Background: an optimization exercise with open tools, aiming at small area. Do not read the settings as production practice.
Function was checked by simulation only, so behaviour that the tests miss may differ from the original.
No driver is modelled on the clock port, so clocking that relies on it looks cheaper here than on a real chip.
Power is estimated from default activity; no workload was simulated.

==> flow/design.v (excerpt) <==
module ac4e6_board (
	input wire clk50,
	input wire [3:0] key,
	input wire [7:0] switch,
	input wire ps2_data,
	input wire ps2_sdck,
	input wire ch340_rx,
	output wire ch340_tx,
	output wire buzzer,
	output wire [7:0] led_segments,
	output wire [7:0] led_enable,
	output wire [2:0] vga_rgb,
	output wire vga_hsync,
	output wire vga_vsync,
	output wire [11:0] led
);
==> module led, before the edit <==
module led (
	input wire clk,
	input wire r1,
	input wire r2,
	input wire [31:0] data,  
	input wire [1:0] zero,  
	output reg [7:0] led_segments,
	output reg [7:0] led_enable
);
reg [12:0] c_lo;
reg [2:0] c_hi;
wire lo_z = (c_lo[11:0] == 0);
wire [12:0] lo_step = {c_lo[11:0], c_lo[12] ^ c_lo[3] ^ c_lo[2] ^ c_lo[0] ^ lo_z};
wire [2:0] hi_next = c_hi + (c_lo[12] && lo_z);
always @(posedge clk) begin
	c_lo <= r2 ? 13'd0 : lo_step;
	c_hi <= r2 ? 3'd0 : hi_next;
end
wire [2:0] en_sel = r2 ? 3'd0 : hi_next;
wire [2:0] sel = c_hi;
wire [3:0] digit = r2 ? 4'hf : zero[sel[2]] ? 4'd0 : data[sel*4 +: 4];
localparam [111:0] PAT = {
	7'b000_1110, 7'b000_0110, 7'b010_0001, 7'b100_0110,
	7'b000_0011, 7'b000_1000, 7'b001_0000, 7'b000_0000,
	7'b111_1000, 7'b000_0010, 7'b001_0010, 7'b001_1001,
	7'b011_0000, 7'b010_0100, 7'b111_1001, 7'b100_0000};
wire [6:0] pat = PAT[digit*7 +: 7];
always @(*) begin
	led_enable = 8'hff;
	if (!r1) led_enable[en_sel] = 1'b0;
	led_segments = r1 ? 8'hff : {1'b1, pat};
end
endmodule  
==> module ac4e6_board, before the edit <==
module ac4e6_board (
	input wire clk50,
	input wire [3:0] key,
	input wire [7:0] switch,
	input wire ps2_data,
	input wire ps2_sdck,
	input wire ch340_rx,
	output wire ch340_tx,
	output wire buzzer,
	output wire [7:0] led_segments,
	output wire [7:0] led_enable,
	output wire [2:0] vga_rgb,
	output wire vga_hsync,
	output wire vga_vsync,
	output wire [11:0] led
);
assign buzzer = '1;
assign vga_rgb = '1;
assign vga_hsync = '1;
assign vga_vsync = '1;
assign led = '1;
wire nrst;
assign nrst = key[2];
wire [7:0] uart_q;
wire uart_qv;
uart_rx i_uart_rx(clk50, nrst, ch340_rx, uart_q, uart_qv);
wire [12:0] uart_dbg;
wire uart_dbg_v;
reg r1, r2;
reg [1:0] rxd_d;
always @(posedge clk50) begin
	r1 <= !nrst;
	r2 <= r1;
	rxd_d <= {rxd_d[0], ch340_rx};
end
uart_rx_dbg i_uart_dbg(clk50, !r2, rxd_d[1], uart_dbg, uart_dbg_v);
localparam [2:0] Q_IDLE = 3'b000, Q_NEW = 3'b101, Q_ONE = 3'b100, Q_TWO = 3'b110, Q_NEXT = 3'b001;
reg [7:0] ch340_data;
reg [2:0] q;
wire ch340_data_valid = q[2];
wire ch340_data_ready;
uart_tx i_uart_tx(clk50, nrst, ch340_data, ch340_data_valid, ch340_data_ready, ch340_tx);
always @(posedge clk50) begin
	if (q[0])
		ch340_data <= uart_q;
	if (!nrst)
		q <= Q_IDLE;
	else case (q)
		Q_IDLE: q <= uart_qv ? Q_NEW : Q_IDLE;
		Q_NEW: q <= ch340_data_ready ? Q_IDLE : Q_ONE;
		Q_ONE: q <= ch340_data_ready ? (uart_qv ? Q_NEXT : Q_IDLE) : (uart_qv ? Q_TWO : Q_ONE);
		Q_TWO: q <= ch340_data_ready ? Q_NEXT : Q_TWO;
		default: q <= Q_ONE;  
	endcase
end
reg [12:0] led_lo, led_hi;
wire z_lo = &led_lo[12:10];
wire z_hi = &led_hi[12:10];
led i_led(clk50, r1, r2, {3'b0, led_hi, 3'b0, led_lo}, {z_hi, z_lo}, led_segments, led_enable);
always @(posedge clk50) begin
	if (r2) begin
		led_lo[12:10] <= 3'b111;
		led_hi[12:10] <= 3'b111;
	end else if (uart_dbg_v) begin
		led_lo[12:10] <= uart_dbg[12:10];
		led_hi[12:10] <= led_lo[12:10];
	end
	if (uart_dbg_v) begin
		led_lo[9:0] <= uart_dbg[9:0];
		led_hi[9:0] <= led_lo[9:0];
	end
end
endmodule  
==> flow/config.mk <==
export PLATFORM = sky130hd
export DESIGN_NAME = ac4e6_board
export DESIGN_NICKNAME = ac4e6_board
export VERILOG_FILES = /design/flow/design.v
export SDC_FILE = /design/flow/constraint.sdc
export NUM_CORES = 4
export LEC_CHECK = 0
export CAP_MARGIN = 20
export CORE_MARGIN = 2
export CORE_UTILIZATION = 70
export SLEW_MARGIN = 20
==> flow/constraint.sdc <==
create_clock -name core_clock -period 20.0 [get_ports {clk50}]
set_input_delay 4.0000 -clock core_clock [delete_from_list [all_inputs] [get_ports {clk50}]]
set_output_delay 4.0000 -clock core_clock [all_outputs]
set_load 0.01 [all_outputs]
standard.sh (not shown) runs the stock make flow with config.mk's settings and CLKGATE_MAP_FILE= SYNTH_SCRIPT=/design/flow/synth_recipe.tcl, a recipe that flattens the netlist after the stock synthesis.
==> flow/flow/run.sh <==
#!/bin/bash
# The standard ORFS layout (standard.sh: synthesis, floorplan, power grid,
# placement and routing), with these changes:
#  - after the standard synthesis, its combinational cells are mapped again
#    for area by flow/remap.sh (flip-flops and tie cells kept as they are);
#    the standard netlist is kept as 1_2_yosys_standard.v,
#  - clock tree: clkbuf_4 buffers and no dummy loads; afterwards each leaf
#    clock buffer gets the smallest clkbuf size that keeps its flip-flop clock
#    pins' slew under 95 ps, and every other cell is given the smallest
#    equivalent cell that keeps timing and slew/capacitance limits
#    (flow/post_cts.tcl, run as ORFS's POST_CTS_TCL),
#  - port buffers: buf_1 cells,
#  - constant outputs: one tie cell per value instead of one per port.
# The make output goes to standard_flow.log; ORFS's per-step logs are under orfs/logs.
set -euo pipefail
export CTS_ARGS="-sink_clustering_enable -repair_clock_nets -dont_use_dummy_load -buf_list sky130_fd_sc_hd__clkbuf_4"
export POST_CTS_TCL="$(pwd)/flow/post_cts.tcl"
export BUFFER_PORTS_ARGS="-buffer_cell sky130_fd_sc_hd__buf_1"
export SKIP_REPAIR_TIE_FANOUT=1
R=$(pwd)/orfs/results/sky130hd/ac4e6_board/base
bash standard.sh "$R/1_2_yosys.v" > standard_synth.log 2>&1
cp "$R/1_2_yosys.v" "$R/1_2_yosys_standard.v"
bash flow/remap.sh "$R/1_2_yosys_standard.v" "$R/1_2_yosys.v" > remap.log 2>&1
bash standard.sh finish > standard_flow.log 2>&1
Other scripts of this flow, unchanged in this note and not shown: flow/flow/post_cts.tcl, flow/flow/remap.sh
The starting point went through all stages and came out clean.
Edit:
--- a/flow/design.v
+++ b/flow/design.v
@@ -90,36 +90,42 @@
 end
 endmodule  
 module led (
 	input wire clk,
-	input wire r1,
-	input wire r2,
+	input wire nrst,
 	input wire [31:0] data,  
 	input wire [1:0] zero,  
 	output reg [7:0] led_segments,
 	output reg [7:0] led_enable
 );
 reg [12:0] c_lo;
 reg [2:0] c_hi;
+reg r1;
+reg [3:0] digit;
+reg [3:0] digit_d;
 wire lo_z = (c_lo[11:0] == 0);
 wire [12:0] lo_step = {c_lo[11:0], c_lo[12] ^ c_lo[3] ^ c_lo[2] ^ c_lo[0] ^ lo_z};
-wire [2:0] hi_next = c_hi + (c_lo[12] && lo_z);
+wire [12:0] cnt_lo = r1 ? 13'd0 : lo_step;
+wire [2:0] cnt_hi = r1 ? 3'd0 : c_hi + (c_lo[12] && lo_z);
 always @(posedge clk) begin
-	c_lo <= r2 ? 13'd0 : lo_step;
-	c_hi <= r2 ? 3'd0 : hi_next;
+	r1 <= !nrst;
+	c_lo <= cnt_lo;
+	c_hi <= cnt_hi;
+	digit_d <= digit;
+	if (!nrst)
+		digit <= 4'hf;
+	else
+		digit <= zero[cnt_hi[2]] ? 4'd0 : data[cnt_hi*4 +: 4];
 end
-wire [2:0] en_sel = r2 ? 3'd0 : hi_next;
-wire [2:0] sel = c_hi;
-wire [3:0] digit = r2 ? 4'hf : zero[sel[2]] ? 4'd0 : data[sel*4 +: 4];
 localparam [111:0] PAT = {
 	7'b000_1110, 7'b000_0110, 7'b010_0001, 7'b100_0110,
 	7'b000_0011, 7'b000_1000, 7'b001_0000, 7'b000_0000,
 	7'b111_1000, 7'b000_0010, 7'b001_0010, 7'b001_1001,
 	7'b011_0000, 7'b010_0100, 7'b111_1001, 7'b100_0000};
-wire [6:0] pat = PAT[digit*7 +: 7];
+wire [6:0] pat = PAT[digit_d*7 +: 7];
 always @(*) begin
 	led_enable = 8'hff;
-	if (!r1) led_enable[en_sel] = 1'b0;
+	if (!r1) led_enable[c_hi] = 1'b0;
 	led_segments = r1 ? 8'hff : {1'b1, pat};
 end
 endmodule  
 module ac4e6_board (
@@ -149,16 +155,9 @@
 wire uart_qv;
 uart_rx i_uart_rx(clk50, nrst, ch340_rx, uart_q, uart_qv);
 wire [12:0] uart_dbg;
 wire uart_dbg_v;
-reg r1, r2;
-reg [1:0] rxd_d;
-always @(posedge clk50) begin
-	r1 <= !nrst;
-	r2 <= r1;
-	rxd_d <= {rxd_d[0], ch340_rx};
-end
-uart_rx_dbg i_uart_dbg(clk50, !r2, rxd_d[1], uart_dbg, uart_dbg_v);
+uart_rx_dbg i_uart_dbg(clk50, nrst, ch340_rx, uart_dbg, uart_dbg_v);
 localparam [2:0] Q_IDLE = 3'b000, Q_NEW = 3'b101, Q_ONE = 3'b100, Q_TWO = 3'b110, Q_NEXT = 3'b001;
 reg [7:0] ch340_data;
 reg [2:0] q;
 wire ch340_data_valid = q[2];
@@ -177,21 +176,20 @@
 		default: q <= Q_ONE;  
 	endcase
 end
 reg [12:0] led_lo, led_hi;
-wire z_lo = &led_lo[12:10];
-wire z_hi = &led_hi[12:10];
-led i_led(clk50, r1, r2, {3'b0, led_hi, 3'b0, led_lo}, {z_hi, z_lo}, led_segments, led_enable);
+reg z_lo, z_hi;
+led i_led(clk50, nrst, {3'b0, led_hi, 3'b0, led_lo}, {z_hi, z_lo}, led_segments, led_enable);
 always @(posedge clk50) begin
-	if (r2) begin
-		led_lo[12:10] <= 3'b111;
-		led_hi[12:10] <= 3'b111;
+	if (uart_dbg_v) begin
+		led_lo <= uart_dbg;
+		led_hi <= led_lo;
+	end
+	if (!nrst) begin
+		z_lo <= 1;
+		z_hi <= 1;
 	end else if (uart_dbg_v) begin
-		led_lo[12:10] <= uart_dbg[12:10];
-		led_hi[12:10] <= led_lo[12:10];
-	end
-	if (uart_dbg_v) begin
-		led_lo[9:0] <= uart_dbg[9:0];
-		led_hi[9:0] <= led_lo[9:0];
+		z_lo <= 0;
+		z_hi <= z_lo;
 	end
 end
 endmodule  
What happened: The changed run completed with no timing, DRC or antenna violations; design area goes up by about 3.7%; synthesized cell count goes up by 3.2%; count of clock-buffer cells in the layout stays the same; routed wire length hardly moves; clock skew is about the same; register-to-register slack gets better by 0.49 ns; fmax goes up by 29%; worst setup slack gets better by 1.7 ns; worst hold slack barely changes; combinational power goes up by 5.3%.

## what the ideal ports hide
The results above use ideal ports. As a check the final layouts listed here were re-extracted and re-timed, cells and wires unchanged.
Step 1 assumes that a clkbuf_16 drives the clock port and a buf_2 every other input.
Step 2, shift: input delay + t, output delay - t, t = (earliest + latest rising clock arrival at the registers) / 2. This alone moves slack from input paths to output paths.
Slacks: ideal ports / drivers / drivers and shift; pairs: ideal ports / drivers.
run	t, ns	setup WS [ns]	worst setup path after step 2	latest minus earliest clock arrival (ns)	slew at the worst register clock pin (ns)
the first run	0.514	12.300 / 12.271 / 12.785	register to output	0.050 / 0.050	0.10 / 0.10
the second run	0.497	14.017 / 13.990 / 13.867	input to register	0.051 / 0.051	0.09 / 0.09
After both steps every run listed still meets setup and hold. For the second run, which loses most, drivers alone change the setup slack by -0.027 ns; drivers and shift together by -0.150 ns.
